This design comes from an exercise in tuning for small area on the open sky130 flow, not from production work. At most, simulation tests tie the RTL to the original design; equivalence was not proved. For runs 1 to 4, only the layout was checked, not whether the RTL still works. No activity file was given, so power comes from the tool's default toggle rates.

<file path="design.v">
module full_adder(a, b, c, s, cout);
        input a, b, c;
        output s, cout;
        assign s = a ^ b ^ c;
        assign cout = (a & b) | (b & c) | (c & a);
endmodule
module sixteen_arithmetic(A, B, op, cin, R, cout);
        input [7:0] A;
        input [7:0] B;
        input op, cin;
        output [7:0] R;
        output cout;
        wire [8:0] C;
        assign C[0] = cin;
        assign cout = C[8];
        genvar i;
        generate
                for (i = 0; i < 8; i = i + 1) begin : g_fa
                        full_adder F(A[i], B[i] ^ op, C[i], R[i], C[i+1]);
                end
        endgenerate
endmodule
module left_shift(A, shift, R);
        input [15:0] A;
        input [3:0] shift;
        output [15:0] R;
        assign R = A << shift;
endmodule
module detector(clk, rot_a, rot_b, rot);
        input clk, rot_a, rot_b;
        output rot;
        reg rot;
        always @(posedge clk) begin
                if (rot_a & rot_b)
                        rot <= 1'b1;
                else if (~rot_a & ~rot_b)
                        rot <= 1'b0;
        end
endmodule
module rf_interface(bits, clk, rot, reset, line1, line2);
        input [3:0] bits;
        input clk, rot, reset;
        output [15:0] line1;
        output [15:0] line2;
        reg [15:0] line1;
        reg [15:0] line2;
        reg prev;
        reg par;
        reg ex1;
        reg c8;
        reg [3:0] cnt;
        reg [2:0] cmd;
        reg [4:0] fa;
        reg [4:0] ga;
        reg [4:0] ha;
        reg [15:0] d;
        wire step = rot & ~prev;
        wire c0 = (cmd == 3'd0);
        wire c2 = (cmd == 3'd2);
        wire c3 = (cmd == 3'd3);
        wire c4 = (cmd == 3'd4);
        wire c56 = (cmd == 3'd5) | (cmd == 3'd6);
        wire c7 = (cmd == 3'd7);
        reg [3:0] ecnt;
        always @(*) begin
                case (cmd)
                        3'd0: ecnt = 4'd7;
                        3'd1: ecnt = 4'd3;
                        3'd2: ecnt = 4'd5;
                        3'd3: ecnt = 4'd9;
                        3'd4: ecnt = 4'd11;
                        3'd7: ecnt = 4'd6;
                        default: ecnt = 4'd7;
                endcase
        end
        wire idle = (cnt == 4'd0);
        wire exec = ~idle & (cnt == ecnt);
        wire disp = ~idle & (cnt == ecnt + 4'd1);
        wire sw = (ga == ha);           
        wire aw = (fa == ha);           
        wire rsel_g = disp ? (c2 | c56 | (c4 & ~sw)) : (c4 & sw);
        wire [4:0] raddr = rsel_g ? ga : fa;
        wire [31:0] rsel = 32'd1 << raddr;
        wire [15:0] raw [0:31];
        wire [15:0] rraw;
        genvar k, j;
        generate
                for (j = 0; j < 16; j = j + 1) begin : g_rd
                        wire [10:0] n;
                        for (k = 0; k < 10; k = k + 1) begin : g_t
                                rd3 U(rsel[3*k], raw[3*k][j], rsel[3*k+1], raw[3*k+1][j],
                                      rsel[3*k+2], raw[3*k+2][j], n[k]);
                        end
                        rd2 V(rsel[30], raw[30][j], rsel[31], raw[31][j], n[10]);
                        assign rraw[j] = ~&n;
                end
        endgenerate
        wire [15:0] rdata = rraw ^ {16{par}};
        wire sub = ~cmd[0];
        wire [7:0] sum_lo;
        wire [7:0] sum_hi;
        wire cout_lo, cout_hi;
        wire [15:0] shl;
        sixteen_arithmetic S0(d[7:0], rdata[7:0], sub, sub, sum_lo, cout_lo);
        sixteen_arithmetic S1(d[15:8], rdata[15:8], sub, c8, sum_hi, cout_hi);
        left_shift LEFT(d, ha[3:0], shl);
        wire [15:0] res = c7 ? shl : (c56 ? {sum_hi, d[7:0]} : d);
        wire we = step & ~reset & ((exec & (c0 | c3 | c4)) | (disp & (c56 | c7)));
        wire [4:0] waddr = c0 ? fa : ((c3 | c7) ? ga : ha);
        wire [31:0] wsel = {32{we}} & (32'd1 << waddr);
        wire [15:0] wcol = res ^ {16{par}};
        genvar r, b;
        generate
                for (r = 0; r < 32; r = r + 1) begin : g_row
                        reg [15:0] q;
                        wire [15:0] nxt;
                        for (b = 0; b < 16; b = b + 1) begin : g_bit
                                rf_bit U(q[b], wsel[r], ~wsel[r], wcol[b], nxt[b]);
                        end
                        always @(posedge clk)
                                q <= nxt;
                        assign raw[r] = q;
                end
        endgenerate
        wire l1addr = ~(c2 | c4);
        wire [4:0] l1a = (c56 ? ha : (c7 ? ga : fa));
        wire l1r = c4 & sw & ~aw;
        wire l2r = c0 | c2 | (c4 & ~sw);
        always @(posedge clk) begin
                prev <= rot;
                par <= ~par;
                ex1 <= step & exec;
                if (reset)
                        cnt <= 4'd0;
                else if (step) begin
                        if (idle) begin
                                cmd <= bits[2:0];
                                cnt <= 4'd1;
                        end else if (disp)
                                cnt <= 4'd0;
                        else
                                cnt <= cnt + 4'd1;
                end
                if (step) begin
                        if (cnt == 4'd1) fa[3:0] <= bits;
                        if (cnt == 4'd2) fa[4] <= bits[0];
                        if (cnt == 4'd3) ga[3:0] <= bits;
                        if (cnt == 4'd4) ga[4] <= bits[0];
                        if (cnt == 4'd5) ha[3:0] <= bits;
                        if (cnt == 4'd6) ha[4] <= bits[0];
                        d <= exec ? rdata : {bits, d[15:4]};
                end else if (ex1 & c56) begin
                        d[7:0] <= sum_lo;
                        c8 <= cout_lo;
                end
                if (step & ~reset & disp) begin
                        line1 <= l1addr ? {11'b0, l1a} : (l1r ? rdata : d);
                        line2 <= l2r ? rdata : res;
                end
        end
endmodule
module rd3(a1, b1, a2, b2, a3, b3, y);
        input a1, b1, a2, b2, a3, b3;
        output y;
        assign y = ~((a1 & b1) | (a2 & b2) | (a3 & b3));
endmodule
module rd2(a1, b1, a2, b2, y);
        input a1, b1, a2, b2;
        output y;
        assign y = ~((a1 & b1) | (a2 & b2));
endmodule
module rf_bit(q, sel, nsel, c, y);
        input q, sel, nsel, c;
        output y;
        assign y = ~((q | sel) & (nsel | c));
endmodule
module rf_top(clk, reset, rot_a, rot_b, bits, line1, line2);
        input clk, reset, rot_a, rot_b;
        input [3:0] bits;
        output [15:0] line1;
        output [15:0] line2;
        wire rot;
        detector D0(clk, rot_a, rot_b, rot);
        rf_interface I0(bits, clk, rot, reset, line1, line2);
endmodule
</file>
<file path="run.sh">
#!/bin/bash
# synth_recipe.tcl (not shown) runs the flow's synth.tcl, then flattens the netlist and writes it again
# the make line also repeats each setting of config.mk as NAME=value (left out here)
make -C /OpenROAD-flow-scripts/flow DESIGN_CONFIG=/design/flow/config.mk WORK_HOME=/design/flow/orfs CLKGATE_MAP_FILE= SYNTH_SCRIPT=/design/flow/synth_recipe.tcl finish
</file>
<file path="config.mk">
export PLATFORM = sky130hd
export DESIGN_NAME = rf_top
export DESIGN_NICKNAME = rf_top
export VERILOG_FILES = /design/flow/design.v
export SDC_FILE = /design/flow/constraint.sdc
export NUM_CORES = 4
export LEC_CHECK = 0
export CAP_MARGIN = 20
export CORE_MARGIN = 2
export CORE_UTILIZATION = 40
export CTS_CLUSTER_DIAMETER = 100
export CTS_CLUSTER_SIZE = 26
export SLEW_MARGIN = 20
export SYNTH_HIERARCHICAL = 1
</file>
<file path="constraint.sdc">
create_clock -name core_clock -period 7.5 [get_ports {clk}]
set_input_delay 1.5000 -clock core_clock [delete_from_list [all_inputs] [get_ports {clk}]]
set_output_delay 1.5000 -clock core_clock [all_outputs]
set_load 0.01 [all_outputs]
</file>
==> results of run 1 <==
## sequential cells by signal, indices dropped and copies added (netlist names), 3 cells and up
signal	flops
I0.line2	16
I0.fa	5
I0.d	16
I0.cmd	3
I0.g_row.q	512
I0.ga	5
I0.line1	16
I0.ha	5
I0.cnt	4
## cell type report
type / instances / area, um^2
clock buffer: 33 / 741
clock inverter: 6 / 101
fill: 5320 / 30700
inverter: 19 / 71.3
multi-input combinational: 1479 / 11700
sequential: 587 / 12400
tap: 773 / 967
timing repair buffer: 245 / 2130
## Yosys stat by module (local to each module, per instance), a selection
module	flip-flops and latches	times used	cell area (um^2)
detector	1	1	31.3
full_adder	0	16	20.0
left_shift	0	1	722
rd2	0	16	12.5
rd3	0	160	10.0
rf_bit	0	512	6.26
rf_interface	586	1	17400
sixteen_arithmetic	0	2	81.3
## per-layer routing
metal  vias up  global-route usage [%]
met1     10700                    39.6
met2      1166                    41.8
met3       171                    3.07
met4         0                    12.6
li1       9425                       -
met5         -                       0
## worst max-delay path by stage
stage                         start                 end  depth (start not counted)
after global routing      I0.cmd[2]  I0.g_row[26].q[15]                         29
final                     I0.cmd[2]  I0.g_row[26].q[15]                         29
after CTS                 I0.cmd[2]  I0.g_row[29].q[15]                         29
after detailed placement  I0.cmd[2]  I0.g_row[29].q[15]                         28
after global placement    I0.cmd[2]  I0.g_row[12].q[15]                         28
after floorplan           I0.cmd[2]  I0.g_row[10].q[15]                         29
## report_power, final
group,switching (mW),total (mW),internal (mW)
registers,0.0610,3.31,3.24
clock network,1.03,1.79,0.758
logic,0.415,0.660,0.245
total,1.51,5.75,4.25
## cell families (layout without fill, tap and decap cells)
group / Yosys count / in the layout / synth area share (%)
XOR/XNOR: 65 / 65 / 2.41
flip-flops: 587 / 587 / 52.5
AO/OA/AOI/OAI: 907 / 907 / 27.8
adder cells (fa/ha/maj): 22 / 22 / 1.67
AND/OR/NAND/NOR: 345 / 345 / 7.21
buffers and inverters: 108 / 303 / 2.18
multiplexers: 140 / 140 / 6.20
## worst max-delay path: cells and delay by family (launching register included)
family | cells | cell delay (ns)
AOI/OAI and AO/OA | 6 | 1.27
muxes | 2 | 0.34
and+or+nand+nor | 4 | 1.10
xor gates and xnor gates | 4 | 0.68
DFF | 1 | 0.41
buffers and inverters | 4 | 0.52
adders and majority gates | 9 | 3.21
## through the flow
step	hold WS, ns	setup slack (ns)	cells	utilization [%]
2_1_floorplan	0.357	0.0175	2174	-
3_3_place_gp	0.418	-0.0819	3092	45.7
3_5_place_dp	0.417	-0.188	3095	46.0
4_1_cts	0.434	-0.131	3138	47.6
5_1_grt	0.438	-0.356	3142	47.9
6_report	0.408	-0.170	3142	47.9
## timing repair
item                       4_1_cts  5_1_grt
setup buffers                    3        4
pin swaps                        5       17
resized for setup               11       16
cloned                           1        0
setup endpoints to repair       34       69
hold endpoints to repair         0        0
## cell usage in the layout, fill, tap and decap left out, types with 19 or more instances in the layout
| master | Yosys | layout |
|---|---|---|
| o21ai_0 | 25 | 25 |
| nand4_1 | 33 | 33 |
| clkdlybuf4s50_1 | 0 | 39 |
| mux2i_4 | 0 | 21 |
| mux2i_1 | 108 | 77 |
| clkbuf_16 | 0 | 29 |
| mux2_2 | 19 | 19 |
| xor2_1 | 21 | 21 |
| o22ai_1 | 515 | 508 |
| xnor2_1 | 44 | 26 |
| edfxtp_1 | 67 | 67 |
| buf_4 | 8 | 188 |
| dfxtp_1 | 520 | 520 |
| a22oi_1 | 22 | 22 |
| o211ai_1 | 39 | 39 |
| nand2_1 | 40 | 40 |
| nor2_1 | 105 | 105 |
| nor3_1 | 43 | 35 |
| a211oi_4 | 0 | 25 |
| a222oi_1 | 160 | 160 |
| nand3_1 | 52 | 49 |
| a21oi_1 | 23 | 22 |
==> flow_summary.yaml, run 1 <==
routing:
  route.met3.wl_um: 7010
  drt-initial-drc-count: 3008
  routedWlPerCell_um: 27.5
  routed.top_layer: "met4"
  dr.pass1.iters: 9
  wirelength_um: 86400
  wl_met2_um: 37900
  via_per_inst: 6.82
  vias: 21400
  drc: 0
  final_antenna_net_count: 0
  wl_met1_um: 37200
min_path:
  min_to: "I0.prev"
  hold_path_class: "flip-flop to flip-flop"
  min_path_cells: 0
  min-delay-start: "D0.rot"
worst_setup_path:
  arrival_ns: 8.14
  max_stage_delay_ns: 0.48
  crit_path_end_kind: "flip-flop"
  critical_path.slowest_cell: "a222oi_1"
  reg2reg_slack_ns: -0.17
  ff2ff_path_depth: 29
  r2r_start: "I0.cmd[2]"
  path_class: "flip-flop to flip-flop"
  crit_fanout: 17
  cp-start-kind: "flip-flop"
  worstReg2RegEnd: "I0.g_row[26].q[15]"
  critical_path_required_ns: 7.97
  crit_top_cell: "fa_2"
die:
  dieHeight_um: 247
  rows: 89
  ioPinCount: 40
  initial_utilization_pct: 40.2
  coreArea_mm2: 0.0588
  dieArea_mm2: 0.0611
  die_x_um: 247
pwr:
  p_per_area_mw_per_mm2: 204
  cellLeakagePower_nw: 9.69
  ir_drop_mv: 0.187
  power_mw: 5.75
synth:
  synthTopCellsByCount: "dfxtp_1 (520), o22ai_1 (515), a222oi_1 (160), mux2i_1 (108), nor2_1 (105)"
  synthesis.nets: 2203
  ys_ff_latch: 587
  synth_ff_type: "dfxtp_1"
  ys_top_cells_by_area: "dfxtp_1 (44%), o22ai_1 (14%), edfxtp_1 (8.5%), a222oi_1 (6.8%), mux2i_1 (4.6%)"
  synth.most_common_cell: "dfxtp_1"
  synth_top_area_share_pct: 44.0
  syn_area_mm2: 0.0237
  postSynthAreaPerCell_um2: 10.9
  synth_top_cell_by_area: "dfxtp_1"
  synth-edff-count: 67
  synth-async-reset-ratio_pct: 0
  ys_types: 70
  ys_seq_area_share_pct: 52.5
  yosys_warnings: 8
  synthCells: 2174
clocking:
  cts-root-buf: "clkbuf_16"
  clkTransAtPathRegs_ns: 0.10
  cts-buffers-inserted: 28
  clk_latency_ns: 0.62
  cts_htree_levels: 1
  ctsHoldBuffers: 0
  clockBufferDepth: 3
  cts_tree: "yes"
  cts.sinks: 587
sta:
  finalCritPeriodShare_pct: 102
  setup_violations: 32
  drv_slew: 0
  final.setup.tns_ns: -4.63
  worst_slack_ns: -0.170
  fin_crit_ns: 7.67
  tightestPinTransition_ns: 1.16
  skew_ns: 0.0388
  fmax_mhz: 130
  finalHoldViolCount: 0
  worst_slew_margin_rel_pct: 22.4
  rsz0062_at_grt: "yes"
global_route:
  antenna_found_initial: 0
  grt_pass1_wl_um: 130000
  grt_remaining_overflow: 0
  grt_max_degree: 33
  grt_usage_pct: 27.6
  grt_pass1_vias: 20400
place:
  gp_congestion: 0.994
  portBuffers: 39
  place_area_mm2: 0.0270
  dp.final_hpwl_um: 58400
cells_and_area:
  fin_area_mm2: 0.0281
  nNetsFinal: 2389
  synthToLayoutAreaGrowth_pct: 19.0
  drive_above_1_share_pct: 17.3
  diodes: 0
run_status:
  run_status: "finished with violations"
  failed_checks: "negative setup slack"
job:
  max_cap_viol_count: 0
==> inputs of run 2 (changes only) <==
--- a/design.v
+++ b/design.v
@@ -46,5 +46,4 @@
         reg [15:0] line2;
         reg prev;
-        reg par;
         reg ex1;
         reg c8;
@@ -96,5 +95,5 @@
                 end
         endgenerate
-        wire [15:0] rdata = rraw ^ {16{par}};
+        wire [15:0] rdata = rraw;
         wire sub = ~cmd[0];
         wire [7:0] sum_lo;
@@ -109,5 +108,5 @@
         wire [4:0] waddr = c0 ? fa : ((c3 | c7) ? ga : ha);
         wire [31:0] wsel = {32{we}} & (32'd1 << waddr);
-        wire [15:0] wcol = res ^ {16{par}};
+        wire [15:0] wcol = res;
         genvar r, b;
         generate
@@ -129,5 +128,4 @@
         always @(posedge clk) begin
                 prev <= rot;
-                par <= ~par;
                 ex1 <= step & exec;
                 if (reset)
@@ -173,5 +171,5 @@
         input q, sel, nsel, c;
         output y;
-        assign y = ~((q | sel) & (nsel | c));
+        assign y = (q & nsel) | (c & sel);
 endmodule
 module rf_top(clk, reset, rot_a, rot_b, bits, line1, line2);
==> flow_summary.yaml, run 2 <==
routing:
  drc: 0
  routedWlPerCell_um: 28.3
  dr.pass1.iters: 8
  final_antenna_net_count: 0
  vias: 21100
  drt-initial-drc-count: 2854
  via_per_inst: 6.74
  wirelength_um: 88800
clocking:
  cts_htree_levels: 1
  clk_latency_ns: 0.61
  ctsHoldBuffers: 0
  cts_tree: "yes"
  clockBufferDepth: 3
  cts-root-buf: "clkbuf_16"
  cts.sinks: 586
  clkTransAtPathRegs_ns: 0.10
  cts-buffers-inserted: 27
worst_setup_path:
  max_stage_delay_ns: 0.46
  cp-start-kind: "flip-flop"
  crit_fanout: 32
  critical_path.slowest_cell: "fa_1"
  crit_path_end_kind: "flip-flop"
  path_class: "flip-flop to flip-flop"
  arrival_ns: 8.29
  crit_buf_inv: 4
  critical_path_required_ns: 8.00
  path_delay_family: "adder cells"
  crit_top_cell: "fa_2"
synth:
  synth-async-reset-ratio_pct: 0
  synth_top_area_share_pct: 42.2
  synthCells: 2126
  ys_seq_area_share_pct: 50.4
  synth-edff-count: 67
  synth_ff_type: "dfxtp_1"
  synth_top_cell_by_area: "dfxtp_1"
  ys_ff_latch: 586
  yosys_warnings: 8
  postSynthAreaPerCell_um2: 11.6
  synthesis.nets: 2155
  ys_types: 70
  synth.most_common_cell: "dfxtp_1"
  syn_area_mm2: 0.0246
  synthTopCellsByCount: "dfxtp_1 (519), a22o_1 (512), a222oi_1 (160), nor2_1 (103), mux2i_1 (85)"
  ys_top_cells_by_area: "dfxtp_1 (42%), a22o_1 (18%), edfxtp_1 (8.2%), a222oi_1 (6.5%), mux2i_1 (3.5%)"
place:
  dp_slack_ns: -0.334
  gp_congestion: 0.998
  dp.final_hpwl_um: 58600
  portBuffers: 39
  dp.cells: 3061
die:
  ioPinCount: 40
  rows: 90
  dieArea_mm2: 0.0635
  dieHeight_um: 252
  die_x_um: 252
  initial_utilization_pct: 40.6
  coreArea_mm2: 0.0606
sta:
  whs_ns: 0.395
  worst_slack_ns: -0.290
  drv_slew: 0
  skew_ns: 0.0206
  rsz0062_at_grt: "yes"
  fin_crit_ns: 7.79
  setup_violations: 66
  tightestPinTransition_ns: 1.26
  finalCritPeriodShare_pct: 104
  finalHoldViolCount: 0
  fmax_mhz: 128
  worst_slew_margin_rel_pct: 15.7
cells_and_area:
  largest_reg_flops: 512
  fin_cells: 3132
  max_flop_register: "I0.g_row.q"
  final_common_cell: "dfxtp_1"
  drive_above_1_share_pct: 18.6
  final_cell_mix: "dfxtp_1 (519), a22o_1 (512), buf_4 (208)"
  nFillCells: 5489
  synthToLayoutAreaGrowth_pct: 17.3
  diodes: 0
  nNetsFinal: 2372
  post-route-util_pct: 47.6
run_status:
  failed_checks: "negative setup slack"
  run_status: "finished with violations"
global_route:
  antenna_found_initial: 0
  grt_usage_pct: 27.1
  grt_pass1_vias: 20300
  grt_max_degree: 34
  grt_remaining_overflow: 0
  grt_pass1_wl_um: 133000
min_path:
  hold_path_class: "flip-flop to flip-flop"
pwr:
  cellLeakagePower_nw: 10.5
  ir_drop_mv: 0.201
  p_per_area_mw_per_mm2: 188
job:
  max_cap_viol_count: 0
==> run 2: changes by cell type in the layout (fill, tap and decap cells not counted), moves of 14 or more <==
cell | before | now
buf_4 | 188 | 208
nand3_1 | 49 | 20
nor3_1 | 35 | 49
a22o_1 | 6 | 512
xnor2_2 | 14 | 0
xnor2_1 | 26 | 11
a22oi_1 | 22 | 40
o22ai_1 | 508 | 3
mux2_2 | 19 | 47
mux2i_1 | 77 | 59
==> run 2: final timing paths <==
check / start / end / slack, ns / cells past startpoint
worst min register to register: D0.rot / I0.prev / 0.39 / 0
worst min-delay path: D0.rot / I0.prev / 0.39 / 0
worst max register to register: I0.cmd[1] / I0.g_row[23].q[15] / -0.29 / 27
worst max-delay path: I0.cmd[1] / I0.g_row[23].q[15] / -0.29 / 27
==> run 2: logic make-up after synthesis <==
kind of cell,synth area share [%]
compound gates,31.8
xor+xnor,1.14
fa+ha+maj,1.60
buf+inv,1.88
flops,50.4
mux,5.99
simple gates,7.17
==> run 2: per-module statistics from Yosys (local to each module, per instance), excerpt <==
module	area [um^2]	times used	flip-flops and latches
detector	31.3	1	1
full_adder	20.0	16	0
left_shift	722	1	0
rd2	12.5	16	0
rd3	10.0	160	0
rf_bit	8.76	512	0
rf_interface	17100	1	585
sixteen_arithmetic	81.3	2	0
==> run 2: repair_timing <==
action	CTS	global route
pin swaps	11	13
cloned	2	1
setup endpoints to repair	61	71
gates resized for setup	10	10
endpoints found under the hold margin	0	0
buffers inserted	31	5
==> run 2: report_power, final <==
part | internal, mW | switching (mW) | total, mW
Sequential | 3.20 | 0.0332 | 3.23
Clock | 0.702 | 1.01 | 1.71
Combinational | 0.143 | 0.330 | 0.473
Total | 4.04 | 1.37 | 5.41
==> run 2: stage by stage <==
stage,power [mW],TNS (ns),instance area (um^2)
after global placement,3.74,-10.71,27500
after CTS,5.43,-5.08,28800
final,5.41,-10.00,28800
after detailed placement,3.75,-10.96,27700
after floorplan,3.54,-0.343,24900
after global routing,5.58,-15.75,28800
==> run 2: layout make-up <==
class / instances / area, um^2 / share of cell area [%]
Clock buffer: 30 / 687 / 2.38
Clock inverter: 6 / 87.6 / 0.304
Inverter: 15 / 56.3 / 0.195
Multi-Input combinational cell: 1451 / 12400 / 43.1
Sequential cell: 586 / 12400 / 43.0
Tap cell: 782 / 978 / 3.39
Timing Repair Buffer: 262 / 2210 / 7.65
==> run 2: metal layers <==
layer / vias to the layer above / part of all wire, % / wire [um] / track usage (%)
met2: 1013 / 44 / 39200 / 41.7
met3: 142 / 7.8 / 6890 / 3.16
met5: - / 0 / 0 / 0
li1: 9310 / - / - / -
met4: 0 / 4.1 / 3640 / 10.2
met1: 10600 / 44 / 39100 / 39.1
==> inputs of run 3 (changes only) <==
--- a/design.v
+++ b/design.v
@@ -46,6 +46,8 @@
         reg [15:0] line2;
         reg prev;
-        reg ex1;
+        reg par;
+        reg stp1;
         reg c8;
+        reg xp, dp, rg;
         reg [3:0] cnt;
         reg [2:0] cmd;
@@ -74,10 +76,12 @@
         end
         wire idle = (cnt == 4'd0);
-        wire exec = ~idle & (cnt == ecnt);
-        wire disp = ~idle & (cnt == ecnt + 4'd1);
+        wire [3:0] cnt1 = cnt + 4'd1;
+        wire exec = xp;
+        wire disp = dp;
         wire sw = (ga == ha);           
         wire aw = (fa == ha);           
-        wire rsel_g = disp ? (c2 | c56 | (c4 & ~sw)) : (c4 & sw);
-        wire [4:0] raddr = rsel_g ? ga : fa;
+        wire [4:0] raddr = rg ? ga : fa;
+        wire rg_next = (c2 & (cnt1 == 4'd6)) | (c56 & (cnt1 >= 4'd6)) |
+                       (c4 & (((cnt1 == 4'd11) & sw) | ((cnt1 == 4'd12) & ~sw)));
         wire [31:0] rsel = 32'd1 << raddr;
         wire [15:0] raw [0:31];
@@ -95,5 +99,5 @@
                 end
         endgenerate
-        wire [15:0] rdata = rraw;
+        wire [15:0] rdata = rraw ^ {16{par}};
         wire sub = ~cmd[0];
         wire [7:0] sum_lo;
@@ -104,9 +108,12 @@
         sixteen_arithmetic S1(d[15:8], rdata[15:8], sub, c8, sum_hi, cout_hi);
         left_shift LEFT(d, ha[3:0], shl);
-        wire [15:0] res = c7 ? shl : (c56 ? {sum_hi, d[7:0]} : d);
+        wire [15:0] res = c7 ? shl : d;
+        wire ld_r = c56 ? (cnt == 4'd5) : exec;
+        wire add_hi = c56 & (cnt == 4'd6);
+        wire hold_d = c56 & exec;
         wire we = step & ~reset & ((exec & (c0 | c3 | c4)) | (disp & (c56 | c7)));
         wire [4:0] waddr = c0 ? fa : ((c3 | c7) ? ga : ha);
         wire [31:0] wsel = {32{we}} & (32'd1 << waddr);
-        wire [15:0] wcol = res;
+        wire [15:0] wcol = res ^ {16{par}};
         genvar r, b;
         generate
@@ -128,8 +135,11 @@
         always @(posedge clk) begin
                 prev <= rot;
-                ex1 <= step & exec;
-                if (reset)
+                par <= ~par;
+                stp1 <= step;
+                if (reset) begin
                         cnt <= 4'd0;
-                else if (step) begin
+                        xp <= 1'b0;
+                        dp <= 1'b0;
+                end else if (step) begin
                         if (idle) begin
                                 cmd <= bits[2:0];
@@ -138,6 +148,10 @@
                                 cnt <= 4'd0;
                         else
-                                cnt <= cnt + 4'd1;
-                end
+                                cnt <= cnt1;
+                        xp <= ~idle & ~disp & (cnt1 == ecnt);
+                        dp <= exec;
+                end
+                if (step)
+                        rg <= rg_next;
                 if (step) begin
                         if (cnt == 4'd1) fa[3:0] <= bits;
@@ -147,6 +161,11 @@
                         if (cnt == 4'd5) ha[3:0] <= bits;
                         if (cnt == 4'd6) ha[4] <= bits[0];
-                        d <= exec ? rdata : {bits, d[15:4]};
-                end else if (ex1 & c56) begin
+                        if (ld_r)
+                                d <= rdata;
+                        else if (add_hi)
+                                d[15:8] <= sum_hi;
+                        else if (~hold_d)
+                                d <= {bits, d[15:4]};
+                end else if (stp1 & c56 & (cnt == 4'd6)) begin
                         d[7:0] <= sum_lo;
                         c8 <= cout_lo;
@@ -171,5 +190,5 @@
         input q, sel, nsel, c;
         output y;
-        assign y = (q & nsel) | (c & sel);
+        assign y = ~((q | sel) & (nsel | c));
 endmodule
 module rf_top(clk, reset, rot_a, rot_b, bits, line1, line2);
--- a/config.mk
+++ b/config.mk
@@ -6,9 +6,10 @@
 export NUM_CORES = 4
 export LEC_CHECK = 0
-export CAP_MARGIN = 20
+export CAP_MARGIN = 0
 export CORE_MARGIN = 2
 export CORE_UTILIZATION = 40
 export CTS_CLUSTER_DIAMETER = 100
 export CTS_CLUSTER_SIZE = 26
-export SLEW_MARGIN = 20
+export GPL_TIMING_DRIVEN = 0
+export SLEW_MARGIN = 0
 export SYNTH_HIERARCHICAL = 1
==> flow_summary.yaml, run 3 <==
global_route:
  grt_pass1_vias: 18000
  antenna_found_initial: 0
  grt_pass1_wl_um: 111000
  grt_max_degree: 28
  grt_usage_pct: 25.1
  grt_remaining_overflow: 0
cells_and_area:
  synthToLayoutAreaGrowth_pct: 13.3
  nFillCells: 5080
  nNetsFinal: 2109
  final_cell_mix: "dfxtp_1 (522), o22ai_1 (515), a222oi_1 (160)"
  max_flop_register: "I0.g_row.q"
  drive_above_1_share_pct: 10.0
  largest_reg_flops: 512
  diodes: 0
  post-route-util_pct: 45.7
  final_common_cell: "dfxtp_1"
worst_setup_path:
  crit_fanout: 16
  reg2reg_slack_ns: 0.16
  cp-start-kind: "flip-flop"
  critical_path_required_ns: 7.86
  ff2ff_path_depth: 19
  r2r_start: "I0.rg"
  worstReg2RegEnd: "I0.d[7]"
  path_class: "flip-flop to flip-flop"
  crit_path_end_kind: "flip-flop"
  arrival_ns: 7.71
pwr:
  p_per_area_mw_per_mm2: 221
  cellLeakagePower_nw: 8.74
  power_mw: 5.54
  ir_drop_mv: 0.201
routing:
  via_per_inst: 6.81
  dr.pass1.iters: 6
  drt-initial-drc-count: 2582
  routedWlPerCell_um: 26.5
  final_antenna_net_count: 0
  vias: 19000
  wirelength_um: 74100
  drc: 0
synth:
  synthTopCellsByCount: "dfxtp_1 (522), o22ai_1 (515), a222oi_1 (160), nor2_1 (89), edfxtp_1 (68)"
  synth-edff-count: 68
  ys_seq_area_share_pct: 56.4
  synth_top_cell_by_area: "dfxtp_1"
  ys_types: 73
  synth_top_area_share_pct: 47.2
  ys_top_cells_by_area: "dfxtp_1 (47%), o22ai_1 (15%), edfxtp_1 (9.2%), a222oi_1 (7.2%), mux2i_1 (2.6%)"
  ys_ff_latch: 590
  synthCells: 1977
  synthesis.nets: 2006
  synth.most_common_cell: "dfxtp_1"
  synth_ff_type: "dfxtp_1"
  synth-async-reset-ratio_pct: 0
  postSynthAreaPerCell_um2: 11.2
  yosys_warnings: 8
  syn_area_mm2: 0.0222
sta:
  fin_crit_ns: 7.34
  finalCritPeriodShare_pct: 97.9
  setup_violations: 0
  rsz0062_at_grt: "no"
  finalHoldViolCount: 0
  worst_slew_margin_rel_pct: 7.58
  tightestPinTransition_ns: 1.38
  skew_ns: 0.0247
  fmax_mhz: 136
  drv_slew: 0
  final.setup.tns_ns: 0
run_status:
  run_status: "timing/DRC/antenna clean"
clocking:
  clockBufferDepth: 3
  clkTransAtPathRegs_ns: 0.10
  cts-root-buf: "clkbuf_16"
  clk_latency_ns: 0.63
  cts-buffers-inserted: 27
  cts_htree_levels: 1
  cts_tree: "yes"
  cts.sinks: 590
place:
  dp.final_hpwl_um: 51800
  portBuffers: 39
  gp_congestion: 0.945
die:
  ioPinCount: 40
  die_x_um: 239
  initial_utilization_pct: 40.4
  coreArea_mm2: 0.0549
  dieHeight_um: 239
  rows: 86
  dieArea_mm2: 0.0573
job:
  max_cap_viol_count: 0
min_path:
  min_to: "I0.prev"
  hold_path_class: "flip-flop to flip-flop"
  min-delay-start: "D0.rot"
  min_path_cells: 0
-- run 3: final cells by class --
class | count | area, um^2 | share of cell area [%]
Sequential cell | 590 | 12500 | 49.8
Multi-Input combinational cell | 1318 | 9720 | 38.7
Timing Repair Buffer | 75 | 883 | 3.52
Tap cell | 704 | 881 | 3.51
Clock buffer | 29 | 704 | 2.81
Buffer | 48 | 272 | 1.08
Inverter | 20 | 75.1 | 0.299
Clock inverter | 6 | 62.6 | 0.249
-- run 3: kinds of logic after synthesis --
| family | after synthesis | share of synthesized area, % |
|---|---|---|
| AND/OR/NAND/NOR | 321 | 7.27 |
| XOR/XNOR | 63 | 2.49 |
| adder cells (fa/ha/maj) | 22 | 1.78 |
| buffers and inverters | 69 | 1.56 |
| flip-flops | 590 | 56.4 |
| multiplexers | 72 | 3.51 |
| AO/OA/AOI/OAI | 840 | 27.0 |
-- run 3: metal layers --
layer,track usage [%],share of wire [%],vias to the layer above
met5,0,0,-
met2,40.4,46,918
li1,-,-,8455
met4,9.98,4.2,0
met3,3.18,7.6,122
met1,34.3,42,9506
-- run 3: repair_timing --
action                                  4_1_cts  5_1_grt
setup buffers                                 0        3
endpoints found under the setup margin        3        4
gates resized for setup                      49       16
hold buffers                                  0        0
-- run 3: critical path, stage by stage (launching register included) --
cell and delay [ns]:
edfxtp_1 0.50, clkbuf_4 0.29, a31oi_4 0.45, nand2b_1 0.31, nor2_2 0.21, a222oi_1 0.58, nand4_1 0.34, nor3_1 0.52
xnor2_1 0.32, xor2_1 0.17, fa_1 0.47, fa_1 0.40, fa_1 0.39, fa_1 0.39, fa_1 0.39, fa_1 0.39
fa_1 0.39, fa_1 0.44, nand2_1 0.06, o21ai_0 0.07
-- run 3: Yosys stat by module, one instance, submodules excluded, a selection --
module              copies in the design  cells  flops+latches
rd2                                   16      1              0
left_shift                             1     99              0
rf_interface                           1   1154            589
full_adder                            16      1              0
rd3                                  160      1              0
sixteen_arithmetic                     2      9              0
rf_bit                               512      1              0
detector                               1      2              1
-- run 3: power breakdown --
| part | switching, mW | internal [mW] |
|---|---|---|
| logic | 0.338 | 0.199 |
| registers | 0.0585 | 3.25 |
| clock network | 1.00 | 0.686 |
-- run 3: worst max-delay path by stage --
| stage | to | slack (ns) | start | cells after the start |
|---|---|---|---|---|
| global placement | I0.g_row[13].q[9] | -2.07 | reset | 8 |
| floorplan | I0.d[15] | 0.89 | I0.rg | 20 |
| global route | I0.d[15] | 0.04 | I0.rg | 20 |
| detailed placement | I0.d[15] | -0.38 | I0.rg | 20 |
| CTS | I0.d[15] | 0.04 | I0.rg | 21 |
| finish | I0.d[7] | 0.16 | I0.rg | 19 |
-- run 3: metrics by stage --
stage | cell area, um^2 | cells | setup slack [ns] | hold WS, ns
after global routing | 25100 | 2790 | 0.0384 | 0.410
after global placement | 23400 | 2720 | -2.07 | 0.377
after floorplan | 22200 | 1977 | 0.889 | 0.364
final | 25100 | 2790 | 0.158 | 0.401
after detailed placement | 24000 | 2753 | -0.378 | 0.384
after CTS | 25000 | 2788 | 0.0372 | 0.400
==> inputs of run 4 (changes only) <==
--- a/config.mk
+++ b/config.mk
@@ -6,10 +6,9 @@
 export NUM_CORES = 4
 export LEC_CHECK = 0
-export CAP_MARGIN = 0
+export CAP_MARGIN = 20
 export CORE_MARGIN = 2
 export CORE_UTILIZATION = 40
 export CTS_CLUSTER_DIAMETER = 100
 export CTS_CLUSTER_SIZE = 26
-export GPL_TIMING_DRIVEN = 0
-export SLEW_MARGIN = 0
+export SLEW_MARGIN = 20
 export SYNTH_HIERARCHICAL = 1
==> flow_summary.yaml, run 4 <==
routing:
  vias: 18600
  routedWlPerCell_um: 26.0
  final_antenna_net_count: 0
  dr.pass1.iters: 6
  drt-initial-drc-count: 2452
  via_per_inst: 6.71
  drc: 0
  wirelength_um: 72200
worst_setup_path:
  cp-start-kind: "flip-flop"
  crit_fanout: 15
  critical_path_required_ns: 7.82
  timing.critical_path.from: "I0.fa[3]"
  reg2reg_slack_ns: 0.34
  path_class: "flip-flop to flip-flop"
  r2r_start: "I0.fa[3]"
  crit_path_end_kind: "flip-flop"
  arrival_ns: 7.48
synth:
  synthMuxAreaShare_pct: 3.51
  yosys_warnings: 8
  postSynthAreaPerCell_um2: 11.2
  synth_adder_area_share_pct: 1.78
  ys_ff_latch: 590
  synth_simple_gate_area_share_pct: 7.27
  ys_types: 73
  synth_top_family_by_area: "compound AO/OA/AOI/OAI gates"
  ys_top_cells_by_area: "dfxtp_1 (47%), o22ai_1 (15%), edfxtp_1 (9.2%), a222oi_1 (7.2%), mux2i_1 (2.6%)"
  synthCells: 1977
  synth-compound-area-share_pct: 27.0
  syn_area_mm2: 0.0222
  ys_seq_area_share_pct: 56.4
  synthTopCellsByCount: "dfxtp_1 (522), o22ai_1 (515), a222oi_1 (160), nor2_1 (89), edfxtp_1 (68)"
  synth-edff-count: 68
  synth-async-reset-ratio_pct: 0
  synth.most_common_cell: "dfxtp_1"
  synthesis.nets: 2006
  synth_top_cell_by_area: "dfxtp_1"
  synth_top_area_share_pct: 47.2
  synth_ff_type: "dfxtp_1"
  synth_xor_area_share_pct: 2.49
pwr:
  ir_drop_mv: 0.203
  p_per_area_mw_per_mm2: 224
  cellLeakagePower_nw: 8.66
sta:
  rsz0062_at_grt: "no"
  fmax_mhz: 140
  finalHoldViolCount: 0
  fin_crit_ns: 7.16
  setup_violations: 0
  skew_ns: 0.0176
  final.setup.tns_ns: 0
  tightestPinTransition_ns: 1.14
  worst_slew_margin_rel_pct: 23.8
  whs_ns: 0.402
  drv_slew: 0
  finalCritPeriodShare_pct: 95.5
global_route:
  antenna_found_initial: 0
  grt_pass1_vias: 17900
  grt_remaining_overflow: 0
  grt_usage_pct: 24.7
  grt_pass1_wl_um: 110000
  grt_max_degree: 34
place:
  dp.final_hpwl_um: 49000
  portBuffers: 39
  gp_congestion: 0.942
cells_and_area:
  diodes: 0
  largest_reg_flops: 512
  synthToLayoutAreaGrowth_pct: 11.2
  final_common_cell: "dfxtp_1"
  nNetsFinal: 2091
  final_cell_mix: "dfxtp_1 (521), o22ai_1 (515), a222oi_1 (160)"
  max_flop_register: "I0.g_row.q"
  drive_above_1_share_pct: 9.38
die:
  dieArea_mm2: 0.0573
  coreArea_mm2: 0.0549
  rows: 86
  ioPinCount: 40
  dieHeight_um: 239
  initial_utilization_pct: 40.4
  die_x_um: 239
clocking:
  post_cts_resized: 0
  clk_latency_ns: 0.61
  ctsHoldBuffers: 0
  cts-root-buf: "clkbuf_16"
  postCtsSetupRepairBufs: 0
  clkTransAtPathRegs_ns: 0.11
  cts-buffers-inserted: 27
  cts_htree_levels: 1
  cts_tree: "yes"
  cts.sinks: 590
  clockBufferDepth: 3
min_path:
  hold_path_class: "flip-flop to flip-flop"
  min-delay-start: "D0.rot"
run_status:
  run_status: "timing/DRC/antenna clean"
job:
  max_cap_viol_count: 0
-- run 4: final timing paths --
check                           endpoint  cells after the start
worst min register to register   I0.prev                      0
worst max-delay path             I0.d[7]                     21
worst max register to register   I0.d[7]                     21
worst min-delay path             I0.prev                      0
-- run 4: final cells by class --
class | count | area [um^2]
clock buffer | 31 | 701
clock inverter | 5 | 75.1
fill | 5155 | 30200
inverter | 20 | 75.1
multi-input combinational | 1318 | 9520
sequential | 590 | 12500
tap | 704 | 881
timing repair buffer | 105 | 890
-- run 4: metal layers --
metal / wire length, um / up-vias / global-route usage (%) / share of wire, %
li1: - / 8396 / - / -
met1: 31300 / 9223 / 34.3 / 43
met2: 32800 / 854 / 39.2 / 45
met3: 5110 / 136 / 3.34 / 7.1
met4: 2960 / 0 / 9.03 / 4.1
met5: 0 / - / 0 / 0
-- run 4: critical path: stages, from the launching register on --
cell and delay (ns):
edfxtp_1 0.51, nor3b_1 0.20, a31oi_1 0.55, nand2b_1 0.28, nor2_1 0.09, buf_4 0.20
a222oi_1 0.48, nand4_1 0.14, nor3_1 0.49, buf_4 0.21, xnor2_1 0.20, xor2_1 0.15
fa_1 0.44, fa_1 0.39, fa_1 0.39, fa_1 0.39, fa_1 0.40, fa_1 0.40
fa_1 0.39, fa_1 0.44, nand2_1 0.06, o21ai_0 0.09
-- run 4: through the flow --
stage	cells	power, mW	cell area (um^2)	utilization (%)	setup slack, ns
2_1_floorplan	1977	3.65	22200	-	0.889
3_3_place_gp	2734	3.85	23800	43.3	0.619
3_5_place_dp	2736	3.86	23800	43.4	0.468
4_1_cts	2772	5.53	24600	44.8	0.450
5_1_grt	2773	5.69	24600	44.9	0.0615
6_report	2773	5.52	24600	44.9	0.336
-- run 4: cell families (layout without fill, tap and decap cells) --
logic type / after synthesis / count (layout)
fa+ha+maj: 22 / 22
buf+inv: 69 / 161
mux: 72 / 72
compound gates: 840 / 840
flops: 590 / 590
xor+xnor: 63 / 63
simple gates: 321 / 321
-- run 4: per-module statistics from Yosys, one instance, submodules excluded, excerpt --
| module | flip-flops and latches | times used | cells inside |
|---|---|---|---|
| left_shift | 0 | 1 | 99 |
| rf_interface | 589 | 1 | 1154 |
| detector | 1 | 1 | 2 |
| rd2 | 0 | 16 | 1 |
| full_adder | 0 | 16 | 1 |
| sixteen_arithmetic | 0 | 2 | 9 |
| rf_bit | 0 | 512 | 1 |
| rd3 | 0 | 160 | 1 |
-- run 4: report_power, final --
part	total, mW	switching, mW	internal, mW
Sequential	3.32	0.0623	3.25
Clock	1.72	1.00	0.712
Combinational	0.483	0.322	0.161
==> inputs of run 5 (changes only) <==
--- a/design.v
+++ b/design.v
@@ -21,9 +21,9 @@
         endgenerate
 endmodule
-module left_shift(A, shift, R);
+module left_shift(A, s, R);
         input [15:0] A;
-        input [3:0] shift;
+        input s;
         output [15:0] R;
-        assign R = A << shift;
+        assign R = s ? {A[7:0], 8'b0} : A;
 endmodule
 module detector(clk, rot_a, rot_b, rot);
@@ -104,10 +104,9 @@
         wire [7:0] sum_hi;
         wire cout_lo, cout_hi;
-        wire [15:0] shl;
         sixteen_arithmetic S0(d[7:0], rdata[7:0], sub, sub, sum_lo, cout_lo);
         sixteen_arithmetic S1(d[15:8], rdata[15:8], sub, c8, sum_hi, cout_hi);
-        left_shift LEFT(d, ha[3:0], shl);
-        wire [15:0] res = c7 ? shl : d;
-        wire ld_r = c56 ? (cnt == 4'd5) : exec;
+        wire [15:0] res;
+        left_shift LEFT(d, c7 & ha[3], res);
+        wire ld_r = (c56 | c7) ? (cnt == 4'd5) : exec;
         wire add_hi = c56 & (cnt == 4'd6);
         wire hold_d = c56 & exec;
@@ -165,9 +164,15 @@
                         else if (add_hi)
                                 d[15:8] <= sum_hi;
-                        else if (~hold_d)
+                        else if (c7 & exec) begin
+                                if (ha[1]) d <= {d[13:0], 2'b0};
+                        end else if (~hold_d)
                                 d <= {bits, d[15:4]};
                 end else if (stp1 & c56 & (cnt == 4'd6)) begin
                         d[7:0] <= sum_lo;
                         c8 <= cout_lo;
+                end else if (stp1 & c7 & (cnt == 4'd6)) begin
+                        if (ha[0]) d <= {d[14:0], 1'b0};
+                end else if (stp1 & c7 & disp) begin
+                        if (ha[2]) d <= {d[11:0], 4'b0};
                 end
                 if (step & ~reset & disp) begin
==> flow_summary.yaml, run 5 <==
run_status:
  run_status: "timing/DRC/antenna clean"
routing:
  routedWlPerCell_um: 26.2
  final_antenna_net_count: 0
  dr.pass1.iters: 9
  drc: 0
  via_per_inst: 6.80
  drt-initial-drc-count: 2519
  vias: 18500
  wirelength_um: 71400
worst_setup_path:
  arrival_ns: 7.39
  critical_path.slowest_cell: "edfxtp_1"
  reg2reg_slack_ns: 0.43
  crit_top_cell: "fa_1"
  crit_path_end_kind: "flip-flop"
  worstPathCellList: "mux2_2, nand2_1, nor2_1, a222oi_1, nand4_1, nor3_1, xnor2_1, xor2_1, fa_1, fa_1, fa_1, fa_1, fa_1, fa_1, fa_1, fa_1, a32oi_1, a31oi_1"
  critical_path_required_ns: 7.82
  path_class: "flip-flop to flip-flop"
  max_stage_delay_ns: 0.71
  crit_fanout: 18
  cp-start-kind: "flip-flop"
cells_and_area:
  drive_above_1_share_pct: 9.23
  ff_latch_area_mm2: 0.0125
  max_flop_register: "I0.g_row.q"
  synthToLayoutAreaGrowth_pct: 12.2
  largest_reg_flops: 512
  multi_input_area_mm2: 0.00939
  final_common_cell: "dfxtp_1"
  nNetsFinal: 2049
  nFillCells: 4975
  final_cell_mix: "dfxtp_1 (521), o22ai_1 (519), a222oi_1 (160)"
  diodes: 0
synth:
  synth_top_area_share_pct: 48.1
  synthCells: 1932
  synthesis.nets: 1961
  ys_seq_area_share_pct: 57.5
  synth-async-reset-ratio_pct: 0
  yosys_warnings: 8
  synth.most_common_cell: "dfxtp_1"
  synth-edff-count: 68
  syn_area_mm2: 0.0217
  postSynthAreaPerCell_um2: 11.3
  ys_ff_latch: 590
  ys_top_cells_by_area: "dfxtp_1 (48%), o22ai_1 (15%), edfxtp_1 (9.4%), a222oi_1 (7.4%), nor2_1 (1.9%)"
  synthTopCellsByCount: "dfxtp_1 (522), o22ai_1 (519), a222oi_1 (160), nor2_1 (108), nand2_1 (96)"
  synth_top_cell_by_area: "dfxtp_1"
  ys_types: 61
  synth_ff_type: "dfxtp_1"
clocking:
  postCtsSetupRepairBufs: 0
  cts.sinks: 590
  cts_htree_levels: 1
  clk_latency_ns: 0.61
  ctsHoldBuffers: 0
  post_cts_resized: 0
  cts-root-buf: "clkbuf_16"
  cts-buffers-inserted: 26
  clkTransAtPathRegs_ns: 0.12
  cts_tree: "yes"
  clockBufferDepth: 3
global_route:
  grt_pass1_vias: 17300
  grt_usage_pct: 24.3
  grt_max_degree: 33
  grt_remaining_overflow: 0
  grt_pass1_wl_um: 107000
  antenna_found_initial: 1
place:
  dp.final_hpwl_um: 47800
  gp_congestion: 0.906
  portBuffers: 39
sta:
  skew_ns: 0.0232
  setup_violations: 0
  final.setup.tns_ns: 0
  fin_crit_ns: 7.07
  whs_ns: 0.386
  worst_slew_margin_rel_pct: 23.0
  fmax_mhz: 141
  drv_slew: 0
  tightestPinTransition_ns: 1.15
  finalCritPeriodShare_pct: 94.3
  rsz0062_at_grt: "no"
  finalHoldViolCount: 0
pwr:
  cellLeakagePower_nw: 8.31
  ir_drop_mv: 0.138
  p_per_area_mw_per_mm2: 215
die:
  die_x_um: 237
  dieHeight_um: 237
  ioPinCount: 40
  rows: 85
  dieArea_mm2: 0.0562
  coreArea_mm2: 0.0538
  initial_utilization_pct: 40.4
min_path:
  hold_path_class: "flip-flop to flip-flop"
job:
  max_cap_viol_count: 0
[run 5: per-module statistics from Yosys, one instance, submodules excluded, a selection]
module,cells,cell area (um^2),copies in the design
rd2,1,12.5,16
rf_interface,1190,16000,1
left_shift,18,194,1
rf_bit,1,6.26,512
sixteen_arithmetic,9,81.3,2
full_adder,1,20.0,16
rd3,1,10.0,160
detector,2,31.3,1
[run 5: path summary, 6_finish.rpt]
check / depth (start not counted) / from / to
hold reg to reg: 0 / D0.rot / I0.prev
setup / recovery: 18 / I0.rg / I0.d[7]
setup reg to reg: 18 / I0.rg / I0.d[7]
hold / removal: 0 / D0.rot / I0.prev
[run 5: layer usage]
metal | vias up | routed length [um] | GRT usage, %
met5 | - | 13 | 0
met4 | 2 | 2670 | 9.24
met3 | 114 | 5400 | 3.79
met2 | 896 | 32100 | 37.6
met1 | 9289 | 31200 | 34.3
li1 | 8215 | - | -
[run 5: report_power, final]
group,internal [mW],switching [mW]
Clock,0.681,0.980
Sequential,3.21,0.0329
Combinational,0.107,0.226
Total,4.00,1.24
[run 5: layout make-up]
class                   instances  share of cell area (%)
clock inverters                 2                   0.103
well taps                     696                    3.57
inverters                      12                   0.185
flip-flops and latches        590                    51.2
multi-input cells            1295                    38.5
repair buffers                 95                    3.57
clock buffers                  31                    2.87
[run 5: cell families (layout without fill, tap and decap cells)]
| group | Yosys count | after routing | synth area share, % |
|---|---|---|---|
| AOI/OAI and AO/OA | 794 | 794 | 26.4 |
| DFF | 590 | 590 | 57.5 |
| and+or+nand+nor | 360 | 360 | 7.93 |
| xor gates and xnor gates | 63 | 63 | 2.54 |
| muxes | 56 | 56 | 2.77 |
| buffers and inverters | 47 | 140 | 1.05 |
| adders and majority gates | 22 | 22 | 1.81 |
[run 5: through the flow]
| stage | instances | cell area, um^2 | power [mW] | util (%) | setup WS, ns |
|---|---|---|---|---|---|
| after global routing | 2721 | 24400 | 5.40 | 45.3 | 0.102 |
| after global placement | 2684 | 23500 | 3.63 | 43.7 | 0.627 |
| after floorplan | 1932 | 21700 | 3.49 | - | 0.964 |
| final | 2721 | 24400 | 5.23 | 45.3 | 0.429 |
| after detailed placement | 2685 | 23500 | 3.63 | 43.8 | 0.545 |
| after CTS | 2718 | 24300 | 5.25 | 45.1 | 0.510 |
[run 5: worst max-delay path, delay by kind of cell, from the launching register on]
| kind | cells | cell delay [ns] |
|---|---|---|
| xor gates and xnor gates | 2 | 0.47 |
| muxes | 1 | 0.43 |
| adders and majority gates | 8 | 3.24 |
| AOI/OAI and AO/OA | 3 | 0.78 |
| DFF | 1 | 0.71 |
| and+or+nand+nor | 4 | 1.15 |
==> inputs of run 6 (changes only) <==
--- a/design.v
+++ b/design.v
@@ -46,5 +46,4 @@
         reg [15:0] line2;
         reg prev;
-        reg par;
         reg stp1;
         reg c8;
@@ -99,5 +98,5 @@
                 end
         endgenerate
-        wire [15:0] rdata = rraw ^ {16{par}};
+        wire [15:0] rdata = rraw;
         wire sub = ~cmd[0];
         wire [7:0] sum_lo;
@@ -114,5 +113,5 @@
         wire [4:0] waddr = c0 ? fa : ((c3 | c7) ? ga : ha);
         wire [31:0] wsel = {32{we}} & (32'd1 << waddr);
-        wire [15:0] wcol = res ^ {16{par}};
+        wire [15:0] wcol = res;
         genvar r, b;
         generate
@@ -134,5 +133,4 @@
         always @(posedge clk) begin
                 prev <= rot;
-                par <= ~par;
                 stp1 <= step;
                 if (reset) begin
@@ -195,5 +193,5 @@
         input q, sel, nsel, c;
         output y;
-        assign y = ~((q | sel) & (nsel | c));
+        assign y = (q & nsel) | (c & sel);
 endmodule
 module rf_top(clk, reset, rot_a, rot_b, bits, line1, line2);
==> flow_summary.yaml, run 6 <==
cells_and_area:
  ff_latch_area_mm2: 0.0125
  synthToLayoutAreaGrowth_pct: 10.3
  nFillCells: 5215
  final_common_cell: "dfxtp_1"
  max_flop_register: "I0.g_row.q"
  final_cell_mix: "dfxtp_1 (521), a22o_1 (517), a222oi_1 (160)"
  post-route-util_pct: 44.9
  largest_reg_flops: 512
  diodes: 0
  fin_cells: 2776
  nNetsFinal: 2039
  drive_above_1_share_pct: 9.55
  multi_input_area_mm2: 0.0103
sta:
  tightestPinTransition_ns: 1.11
  fmax_mhz: 141
  fin_crit_ns: 7.08
  worst_slew_margin_rel_pct: 25.5
  rsz0062_at_grt: "no"
  final.setup.tns_ns: 0
  drv_slew: 0
  skew_ns: 0.0265
  whs_ns: 0.391
  finalCritPeriodShare_pct: 94.4
  setup_violations: 0
  worst_slack_ns: 0.424
  finalHoldViolCount: 0
routing:
  via_per_inst: 6.71
  drt-initial-drc-count: 2673
  final_antenna_net_count: 0
  drc: 0
  routedWlPerCell_um: 26.7
  dr.pass1.iters: 9
  vias: 18600
  wirelength_um: 74100
clocking:
  clk_latency_ns: 0.62
  cts.sinks: 589
  clkTransAtPathRegs_ns: 0.11
  cts_tree: "yes"
  clockBufferDepth: 3
  cts-buffers-inserted: 27
  cts_htree_levels: 1
  cts-root-buf: "clkbuf_16"
  ctsHoldBuffers: 0
synth:
  synth_top_family_by_area: "compound AO/OA/AOI/OAI gates"
  synthCells: 1919
  synth-compound-area-share_pct: 31.5
  synth.most_common_cell: "dfxtp_1"
  syn_area_mm2: 0.0230
  ys_top_cells_by_area: "dfxtp_1 (45%), a22o_1 (20%), edfxtp_1 (8.9%), a222oi_1 (7.0%), nor2_1 (1.7%)"
  synth_top_cell_by_area: "dfxtp_1"
  synth_ff_type: "dfxtp_1"
  synthMuxAreaShare_pct: 2.37
  synthesis.nets: 1948
  ys_seq_area_share_pct: 54.2
  synth_adder_area_share_pct: 1.71
  yosys_warnings: 8
  synth_xor_area_share_pct: 1.18
  synth_top_area_share_pct: 45.3
  synth-edff-count: 68
  synthTopCellsByCount: "dfxtp_1 (521), a22o_1 (517), a222oi_1 (160), nor2_1 (102), nand2_1 (93)"
  synth-async-reset-ratio_pct: 0
  postSynthAreaPerCell_um2: 12.0
  synth_simple_gate_area_share_pct: 7.79
  ys_types: 71
  ys_ff_latch: 589
pwr:
  p_clk_share_pct: 32.5
  p_int_mw: 3.94
  p_comb_share_pct: 5.5
  power_frac_seq_pct: 62.1
  p_switching_mw: 1.27
  p_per_area_mw_per_mm2: 205
  ir_drop_mv: 0.239
  swShare_pct: 24.3
  cellLeakagePower_nw: 9.15
place:
  dp.final_hpwl_um: 48500
  portBuffers: 39
  gp_congestion: 0.967
  dp_slack_ns: 0.235
  dp.cells: 2732
die:
  rows: 87
  initial_utilization_pct: 40.7
  dieHeight_um: 244
  dieArea_mm2: 0.0595
  coreArea_mm2: 0.0566
  ioPinCount: 40
  die_x_um: 244
global_route:
  antenna_found_initial: 0
  grt_pass1_vias: 18000
  grt_pass1_wl_um: 113000
  grt_max_degree: 35
  grt_usage_pct: 24.1
  grt_remaining_overflow: 0
worst_setup_path:
  cp-start-kind: "flip-flop"
  crit_fanout: 16
  critical_path_required_ns: 7.84
  crit_path_end_kind: "flip-flop"
  path_class: "flip-flop to flip-flop"
  arrival_ns: 7.42
job:
  max_cap_viol_count: 0
min_path:
  hold_path_class: "flip-flop to flip-flop"
run_status:
  run_status: "timing/DRC/antenna clean"
-- run 6: changes by cell type after synthesis, sizes merged, moves of 17 or more --
| cell | previous run | this run |
|---|---|---|
| a21oi | 9 | 33 |
| a22o | 0 | 517 |
| nand3 | 35 | 17 |
| o22ai | 519 | 3 |
| xor2 | 40 | 23 |
-- run 6: cell families (layout without fill, tap and decap cells) --
family / Yosys count / after routing
AO/OA/AOI/OAI: 826 / 826
XOR/XNOR: 31 / 31
adder cells (fa/ha/maj): 22 / 22
buffers and inverters: 53 / 154
flip-flops: 589 / 589
multiplexers: 50 / 50
AND/OR/NAND/NOR: 348 / 348
-- run 6: power groups by stage --
stage / combinational, mW / clock [mW] / sequential [mW]
floorplan: 0.176 / 0 / 3.29
global placement: 0.273 / 0 / 3.31
detailed placement: 0.278 / 0 / 3.31
CTS: 0.279 / 1.72 / 3.23
global route: 0.305 / 1.83 / 3.24
finish: 0.286 / 1.69 / 3.23
-- run 6: stage by stage --
stage / total power, mW / area, um^2
after floorplan: 3.46 / 23000
after global placement: 3.58 / 24600
after detailed placement: 3.58 / 24600
after CTS: 5.23 / 25300
after global routing: 5.37 / 25400
final: 5.21 / 25400
-- run 6: area by class of cell --
| class | instances | area share [%] |
|---|---|---|
| clock buffer | 33 | 2.75 |
| sequential | 589 | 49.1 |
| tap | 756 | 3.72 |
| timing repair buffer | 103 | 3.43 |
| inverter | 12 | 0.177 |
| multi-input combinational | 1277 | 40.6 |
| clock inverter | 6 | 0.212 |
-- run 6: layer usage --
metal / global-route usage, % / vias to the layer above / routed length, um
li1: - / 8207 / -
met1: 35.0 / 9350 / 32700
met2: 35.6 / 913 / 31700
met3: 3.14 / 148 / 5860
met4: 11.0 / 0 / 3870
met5: 0 / - / 0
-- run 6: repair_timing --
item | CTS | global route
endpoints found under the hold margin | 0 | 0
setup endpoints to repair | 0 | 1
resized for setup | 0 | 1
buffers inserted | 0 | 5
-- run 6: path summary, 6_finish.rpt --
kind / slack [ns] / start / cells after the start / to
min: 0.39 / D0.rot / 0 / I0.prev
max reg2reg: 0.42 / I0.fa[0] / 19 / I0.d[7]
max: 0.42 / I0.fa[0] / 19 / I0.d[7]
min reg2reg: 0.39 / D0.rot / 0 / I0.prev
-- run 6: critical path, stage by stage (launching register included) --
cell,delay [ns]
edfxtp_1,0.51
nor3b_1,0.20
a31oi_1,0.50
nor2_1,0.42
a222oi_1,0.52
nand4_1,0.22
nor3_2,0.40
inv_1,0.11
xor2_1,0.17
fa_1,0.42
fa_1,0.40
fa_1,0.40
fa_1,0.39
fa_1,0.40
fa_1,0.39
fa_1,0.41
fa_1,0.43
a22o_1,0.20
a221oi_1,0.25
a21oi_1,0.07
-- run 6: Yosys stat by module, one instance, submodules excluded, a selection --
| module | cells inside | flops+latches | area, um^2 |
|---|---|---|---|
| left_shift | 18 | 0 | 194 |
| rf_interface | 1177 | 588 | 16000 |
| rf_bit | 1 | 0 | 8.76 |
| rd3 | 1 | 0 | 10.0 |
| rd2 | 1 | 0 | 12.5 |
| sixteen_arithmetic | 9 | 0 | 81.3 |
| detector | 2 | 1 | 31.3 |
| full_adder | 1 | 0 | 20.0 |
==> inputs of run 7 (changes only) <==
==> flow/run.sh (new file) <==
#!/bin/bash
# The standard layout (standard.sh), with one change: the ports are
# buffered with sky130_fd_sc_hd__buf_1 instead of the default port buffer.
# make's output goes to make.log here; ORFS keeps each step's own log under
# orfs/logs/.
set -euo pipefail
cd "$(dirname "$0")/.."
bash standard.sh "BUFFER_PORTS_ARGS=-buffer_cell sky130_fd_sc_hd__buf_1" finish > make.log 2>&1
==> standard.sh (new file) <==
#!/bin/bash
# synth_recipe.tcl (not shown) runs the flow's synth.tcl, then flattens the netlist and writes it again
# the make line also repeats each setting of config.mk as NAME=value (left out here)
make -C /OpenROAD-flow-scripts/flow DESIGN_CONFIG=/design/flow/config.mk WORK_HOME=/design/flow/orfs CLKGATE_MAP_FILE= SYNTH_SCRIPT=/design/flow/synth_recipe.tcl "${@:-finish}"
removed: run.sh
==> flow_summary.yaml, run 7 <==
global_route:
  grt_pass1_vias: 17700
  grt_max_degree: 35
  grt_util_met3_pct: 3.14
  busiest_layer: "met2"
  use_met2_pct: 36.0
  use_met1_pct: 34.6
  grt_pass1_wl_um: 112000
  antenna_found_initial: 0
  grt_usage_pct: 23.9
  grt_remaining_overflow: 0
cells_and_area:
  nFillCells: 5264
  largest_reg_flops: 512
  nNetsFinal: 2038
  fin_area_mm2: 0.0252
  ff_latch_area_mm2: 0.0125
  final_cell_mix: "dfxtp_1 (521), a22o_1 (517), a222oi_1 (160)"
  final_common_cell: "dfxtp_1"
  multi_input_area_mm2: 0.0103
  diodes: 0
  max_flop_register: "I0.g_row.q"
  drive_above_1_share_pct: 9.38
  synthToLayoutAreaGrowth_pct: 9.24
place:
  gp_congestion: 0.974
  portBuffers: 39
  place_area_mm2: 0.0244
  dp.final_hpwl_um: 48500
worst_setup_path:
  worstPathCellList: "mux2_2, nand2_1, nor2_1, a222oi_1, nand4_1, nor3_2, inv_1, xor2_1, fa_1, fa_1, fa_1, fa_1, fa_1, fa_1, fa_1, fa_1, a22o_1, a221oi_1, a21oi_1"
  reg2reg_slack_ns: 0.31
  timing.critical_path.from: "I0.rg"
  arrival_ns: 7.52
  crit_buf_inv: 1
  crit_end: "I0.d[7]"
  critical_path_depth: 19
  worstReg2RegEnd: "I0.d[7]"
  crit_path_end_kind: "flip-flop"
  crit_top_cell: "fa_1"
  crit_fanout: 18
  critical_path_required_ns: 7.83
  r2r_start: "I0.rg"
  cp-start-kind: "flip-flop"
  path_class: "flip-flop to flip-flop"
  ff2ff_path_depth: 19
  path_delay_family: "adder cells"
  critical_path.slowest_cell: "edfxtp_1"
  max_stage_delay_ns: 0.72
job:
  max_cap_viol_count: 0
routing:
  dr.pass1.iters: 8
  drc: 0
  drt-initial-drc-count: 2471
  vias: 18600
  wirelength_um: 73900
  final_antenna_net_count: 0
  via_per_inst: 6.72
  routedWlPerCell_um: 26.7
clocking:
  cts-buffers-inserted: 27
  clk_latency_ns: 0.61
  clockBufferDepth: 3
  cts-root-buf: "clkbuf_16"
  cts_tree: "yes"
  ctsHoldBuffers: 0
  cts.sinks: 589
  clkTransAtPathRegs_ns: 0.10
  cts_htree_levels: 1
  postCtsSetupRepairBufs: 0
sta:
  fmax_mhz: 139
  skew_ns: 0.0350
  finalCritPeriodShare_pct: 95.8
  drv_slew: 0
  setup_violations: 0
  final.setup.tns_ns: 0
  worst_slew_margin_rel_pct: 26.5
  whs_ns: 0.392
  rsz0062_at_grt: "no"
  tightestPinTransition_ns: 1.10
  finalHoldViolCount: 0
  fin_crit_ns: 7.19
synth:
  synthTopCellsByCount: "dfxtp_1 (521), a22o_1 (517), a222oi_1 (160), nor2_1 (102), nand2_1 (93)"
  ys_ff_latch: 589
  synthesis.nets: 1948
  ys_top_cells_by_area: "dfxtp_1 (45%), a22o_1 (20%), edfxtp_1 (8.9%), a222oi_1 (7.0%), nor2_1 (1.7%)"
  synth-edff-count: 68
  synthCells: 1919
  synth_ff_type: "dfxtp_1"
  syn_area_mm2: 0.0230
  synth_top_area_share_pct: 45.3
  ys_seq_area_share_pct: 54.2
  synth.most_common_cell: "dfxtp_1"
  synth-async-reset-ratio_pct: 0
  yosys_warnings: 8
  synth_top_cell_by_area: "dfxtp_1"
  ys_types: 71
  postSynthAreaPerCell_um2: 12.0
pwr:
  cellLeakagePower_nw: 9.05
  p_per_area_mw_per_mm2: 208
  power_mw: 5.23
  ir_drop_mv: 0.161
die:
  die_x_um: 244
  initial_utilization_pct: 40.7
  dieArea_mm2: 0.0595
  rows: 87
  coreArea_mm2: 0.0566
  dieHeight_um: 244
  ioPinCount: 40
min_path:
  min_path_cells: 0
  hold_path_class: "flip-flop to flip-flop"
run_status:
  run_status: "timing/DRC/antenna clean"
-- run 7: cell counts after synthesis --
No cell type changed its count.
-- run 7: logic make-up after synthesis --
kind of cell    after synthesis  share of synthesized area (%)
flops                       589                           54.2
buf+inv                      53                           1.28
simple gates                348                           7.79
xor+xnor                     31                           1.18
fa+ha+maj                    22                           1.71
mux                          50                           2.37
compound gates              826                           31.5
-- run 7: Yosys stat by module, one instance, submodules excluded, excerpt --
module | copies in the design | cells | cell area (um^2)
rd3 | 160 | 1 | 10.0
detector | 1 | 2 | 31.3
rf_bit | 512 | 1 | 8.76
full_adder | 16 | 1 | 20.0
rd2 | 16 | 1 | 12.5
rf_interface | 1 | 1177 | 16000
sixteen_arithmetic | 2 | 9 | 81.3
left_shift | 1 | 18 | 194
-- run 7: cell type report --
class,count,area share (%)
tap,756,3.76
clock buffer,31,2.79
clock inverter,4,0.274
multi-input combinational,1277,41.0
timing repair buffer,102,2.46
inverter,12,0.179
sequential,589,49.6
-- run 7: metrics by stage --
step           setup WS (ns)  std cells  utilization, %
2_1_floorplan           1.01       1919               -
3_3_place_gp           0.492       2734            43.0
3_5_place_dp           0.365       2736            43.0
4_1_cts                0.351       2771            44.4
5_1_grt               0.0392       2771            44.4
6_report               0.313       2771            44.4
-- run 7: how the worst min path moves through the flow --
stage | from | to | slack, ns
finish | D0.rot | I0.prev | 0.39
global route | D0.rot | I0.prev | 0.40
CTS | D0.rot | I0.prev | 0.40
detailed placement | D0.rot | I0.prev | 0.39
global placement | D0.rot | I0.prev | 0.37
floorplan | D0.rot | I0.prev | 0.36
-- run 7: worst reg2reg max path, stage by stage, from the launching register on --
cell,delay (ns)
edfxtp_1,0.72
mux2_2,0.44
nand2_1,0.21
nor2_1,0.28
a222oi_1,0.52
nand4_1,0.25
nor3_2,0.40
inv_1,0.11
xor2_1,0.17
fa_1,0.44
fa_1,0.41
fa_1,0.39
fa_1,0.39
fa_1,0.40
fa_1,0.40
fa_1,0.40
fa_1,0.45
a22o_1,0.22
a221oi_1,0.26
a21oi_1,0.07
-- run 7: layer usage --
layer,vias to the layer above,wire length [um]
met3,141,5750
met4,0,3330
met5,-,0
met1,9383,32700
li1,8196,-
met2,914,32100
-- run 7: repair_timing --
action                                  4_1_cts  5_1_grt
endpoints found under the setup margin        0        1
hold endpoints to repair                      0        0
resized for setup                             0        1
-- run 7: power by group --
part / switching [mW] / total, mW / internal (mW)
Sequential: 0.0332 / 3.24 / 3.20
Clock: 1.01 / 1.72 / 0.710
Combinational: 0.217 / 0.281 / 0.0645

[port drivers added, routing unchanged]
Ports are ideal in the flow. The routed layouts listed here were re-timed in OpenROAD.
Step 1: set_driving_cell puts a clkbuf_16 on clk and a buf_2 on each other input, an assumption about the parent block.
Step 2 times the ports against the registers' clock, not the clock port: input delays grow and output delays shrink by t, the midpoint of the rising clock arrivals with the driver on.
Three values: ideal ports, drivers, drivers and shift; two values: the first two.
| run | t, ns | slack for setup (ns) | worst hold slack (ns) | worst setup path at the end | pins driven straight from the clock port |
|---|---|---|---|---|---|
| run 1 | 0.668 | -0.170 / -0.170 / -0.170 | 0.408 / 0.408 / 0.408 | register to register | 1 |
| run 2 | 0.664 | -0.290 / -0.290 / -0.290 | 0.395 / 0.395 / 0.395 | register to register | 1 |
| run 3 | 0.677 | 0.158 / 0.158 / 0.158 | 0.401 / 0.401 / 0.401 | register to register | 1 |
| run 4 | 0.653 | 0.336 / 0.336 / 0.336 | 0.402 / 0.402 / 0.402 | register to register | 1 |
| run 5 | 0.652 | 0.429 / 0.429 / 0.429 | 0.386 / 0.386 / 0.386 | register to register | 1 |
| run 6 | 0.665 | 0.424 / 0.424 / 0.424 | 0.391 / 0.391 / 0.391 | register to register | 1 |
| run 7 | 0.655 | 0.313 / 0.313 / 0.313 | 0.392 / 0.392 / 0.392 | register to register | 1 |
